Context: an optimization exercise on an open-source flow, tuned for small area. The choices shown serve that exercise and are no tape-out recipe. Where RTL was checked, it was by simulation tests only, not by an equivalence proof against the original. Power and IR drop assume default switching activity.

rev 12:
## CPU
module CPU
  ( input             clk
  , input             rst
  , output     [15:0] addr
  , input      [ 7:0] data_in
  , output     [ 7:0] data_out
  , output            rd_enable
  , output            wr_enable
  , input      [7:0]  int_pending
  , output     [7:0]  int_clear
  );
==> flow/config.mk <==
export PLATFORM = sky130hd
export DESIGN_NAME = CPU
export DESIGN_NICKNAME = CPU
export VERILOG_FILES = /design/flow/design.v
export SDC_FILE = /design/flow/constraint.sdc
export NUM_CORES = 8
export LEC_CHECK = 0
export CAP_MARGIN = 20
export CORE_MARGIN = 2
export CORE_UTILIZATION = 30
export SLEW_MARGIN = 20
==> flow/constraint.sdc <==
create_clock -name core_clock -period 10.0 [get_ports {clk}]
set_input_delay 2.0000 -clock core_clock [delete_from_list [all_inputs] [get_ports {clk}]]
set_output_delay 2.0000 -clock core_clock [all_outputs]
set_load 0.01 [all_outputs]
run.sh (not shown) runs the stock make flow with config.mk's settings and CLKGATE_MAP_FILE= SYNTH_SCRIPT=/design/flow/synth_recipe.tcl, a recipe that flattens the netlist after the stock synthesis.
The inputs of rev 13 differ from those of rev 12 as listed below.
--- a/flow/design.v
+++ b/flow/design.v
@@ -257,23 +257,23 @@
   wire a_arith = !oy[2] | (oy == 3'd7);
   wire a_sub   = (oy[2:1] == 2'd1) | (oy == 3'd7);
   wire a_cin   = a_sub ^ (oy[0] & !oy[2] & cf);
   wire x_a  = alu8 | (s3 & (i_daa | i_cpl));
   wire x_l  = s4 & i_addhl;
   wire x_h  = s7 & i_addhl;
   wire x_ff = incdec & op[0];
   wire x_m  = (k_rhl | k_reg) & (k_bit | k_set);
   wire x_nm = (k_rhl | k_reg) & k_res;
   wire [7:0] mask = 8'd1 << oy;
   wire [7:0] xop = ({8{x_a}} & a) | ({8{x_l}} & l) | ({8{x_h}} & h) |
-                   (mask & {8{x_m}}) | (~mask & {8{x_nm}}) | {8{x_ff}};
+                   ({8{x_m}} & mask) | ({8{x_nm}} & ~mask) | {8{x_ff}};
   wire daa_lo = nf ? hf : (hf | (a[3:0] > 4'h9));
   wire daa_hi = nf ? cf : (cf | (a > 8'h99));
   wire [7:0] daa_k = nf ? {daa_lo | daa_hi, daa_lo & !daa_hi, daa_lo ^ daa_hi,
                            daa_lo, daa_lo, 1'b0, daa_lo, 1'b0}
                         : {1'b0, daa_hi, daa_hi, 1'b0, 1'b0, daa_lo, daa_lo, 1'b0};
   wire daa_s = s3 & i_daa;
   wire r_sum = (alu8 & a_arith) | incdec | x_l | x_h | daa_s;
   wire r_and = (alu8 & oy == 3'd4) | x_nm | ((k_rhl | k_reg) & k_bit);
   wire r_xor = (alu8 & oy == 3'd5) | (s3 & i_cpl);
   wire r_sh  = (s3 & i_rota) | ((k_rhl | k_reg) & k_rot);
   wire c_inv = (alu8 & a_sub) | (s3 & i_cpl);
@@ -284,35 +284,40 @@
   wire [7:0] sum;
   assign carry[0] = c_cin;
   generate
     for (gi = 0; gi < 8; gi = gi + 1) begin : g_add8
       assign sum[gi] = xop[gi] ^ yop[gi] ^ carry[gi];
       assign carry[gi+1] = (xop[gi] & yop[gi]) | (xop[gi] & carry[gi]) |
                            (yop[gi] & carry[gi]);
     end
   endgenerate
   wire c4 = carry[4];
   wire c8 = carry[8];
-  wire lin   = (oy == 3'd0 & rbus[7]) | (oy == 3'd2 & cf);
-  wire rin   = (oy == 3'd1 & rbus[0]) | (oy == 3'd3 & cf) |
-               (oy == 3'd5 & rbus[7]);
-  wire sh_sw = r_sh & oy == 3'd6;
-  wire sh_l  = r_sh & !oy[0] & !sh_sw;
-  wire sh_r  = r_sh & oy[0];
-  wire shc   = oy[0] ? rbus[0] : (rbus[7] & !sh_sw);
+  reg [7:0] shr;
+  reg       shc;
+  always @* begin
+    case (oy)
+      3'd0: begin shr = {rbus[6:0], rbus[7]}; shc = rbus[7]; end
+      3'd1: begin shr = {rbus[0], rbus[7:1]}; shc = rbus[0]; end
+      3'd2: begin shr = {rbus[6:0], cf};      shc = rbus[7]; end
+      3'd3: begin shr = {cf, rbus[7:1]};      shc = rbus[0]; end
+      3'd4: begin shr = {rbus[6:0], 1'b0};    shc = rbus[7]; end
+      3'd5: begin shr = {rbus[7], rbus[7:1]}; shc = rbus[0]; end
+      3'd6: begin shr = {rbus[3:0], rbus[7:4]}; shc = 1'b0; end
+      default: begin shr = {1'b0, rbus[7:1]}; shc = rbus[0]; end
+    endcase
+  end
   wire r_or = !(r_sum | r_and | r_xor | r_sh);
-  wire [7:0] res = ({8{r_sum}} & sum) | ({8{r_and | r_or}} & (xop & yop)) |
-                   ({8{r_xor | r_or}} & (xop ^ yop)) |
-                   ({8{sh_l}} & {rbus[6:0], lin}) |
-                   ({8{sh_r}} & {rin, rbus[7:1]}) |
-                   ({8{sh_sw}} & {rbus[3:0], rbus[7:4]});
+  wire [7:0] res = ({8{r_sum}} & sum) | ({8{r_and}} & (xop & yop)) |
+                   ({8{r_xor}} & (xop ^ yop)) | ({8{r_or}} & (xop | yop)) |
+                   ({8{r_sh}} & shr);
   wire zres = ~|res;
   wire pop_af = s5 & i_pop & p == 2'd3;
   wire f_alu  = alu8 | incdec | x_l | x_h;         
   wire f_shift = r_sh;
   wire f_bit  = (k_rhl | k_reg) & k_bit;
   wire f_scf  = s3 & (i_scf | i_ccf);
   wire f_cpl  = s3 & i_cpl;
   wire we_zf = alu8 | incdec | f_shift | f_bit | daa_s | pop_af | sp_rel;
   wire we_nf = alu8 | incdec | x_l | x_h | f_shift | f_bit | f_scf | f_cpl |
                pop_af | sp_rel;
   wire we_hf = we_nf | daa_s;
### Flow results
| post-detailed-route wirelength per cell | rev 13 vs rev 12 | 0.39 um higher |
On rev 13: sequential share of cell area is 0.60 points lower than what rev 12 gave.
Switching power total: rev 13 vs rev 12 up 0.76%
Across both runs, global-route wire length before repair was higher for rev 13 than for rev 12.
Compared with rev 12, in rev 13 global routing met1 resource utilization picked up an extra 1.4 points, worst IR drop on VDD fell by about 2.8%, final period demand of the worst path went down 0.42 ns, total global-route track usage now sits higher, total routed wirelength higher.
Re synthesized cell count: rev 12 and rev 13 aren't equal, and the lower value belongs to rev 12.
Measured against each other, rev 12 and rev 13 differ in number of antenna cells inserted, the lower figure coming from rev 13.
Part of the total power dissipated in combinational logic, rev 12 and rev 13, lower one = rev 12.
Cell area power density: rev 13 higher than rev 12
The RTL of rev 13 was laid out without a check of its function.

-- port drivers added, routing unchanged --
In the flow no input, the clock included, has a driving cell. The finished layouts below were timed again as built, in two steps. Step 1 sets driving cells, clkbuf_16 on the clock port and buf_2 on the other inputs (assumed; they add their load-dependent delay and slew). Step 2 also shifts input and output timing later by t, the mid clock arrival at the registers, as if the neighbouring blocks saw the same clock. a / b / c = ideal / step 1 / step 2; a / b = the first two.
run	t (ns)	setup slack, ns	worst setup path after step 2	slew at the worst register clock pin (ns)	cell pins on the clock port's net
rev 12	0.502	0.389 / 0.389 / 0.389	register to register	0.08 / 0.08	1
rev 13	0.489	0.809 / 0.809 / 0.809	register to register	0.08 / 0.08	1
After both steps setup and hold are still met in every run listed.
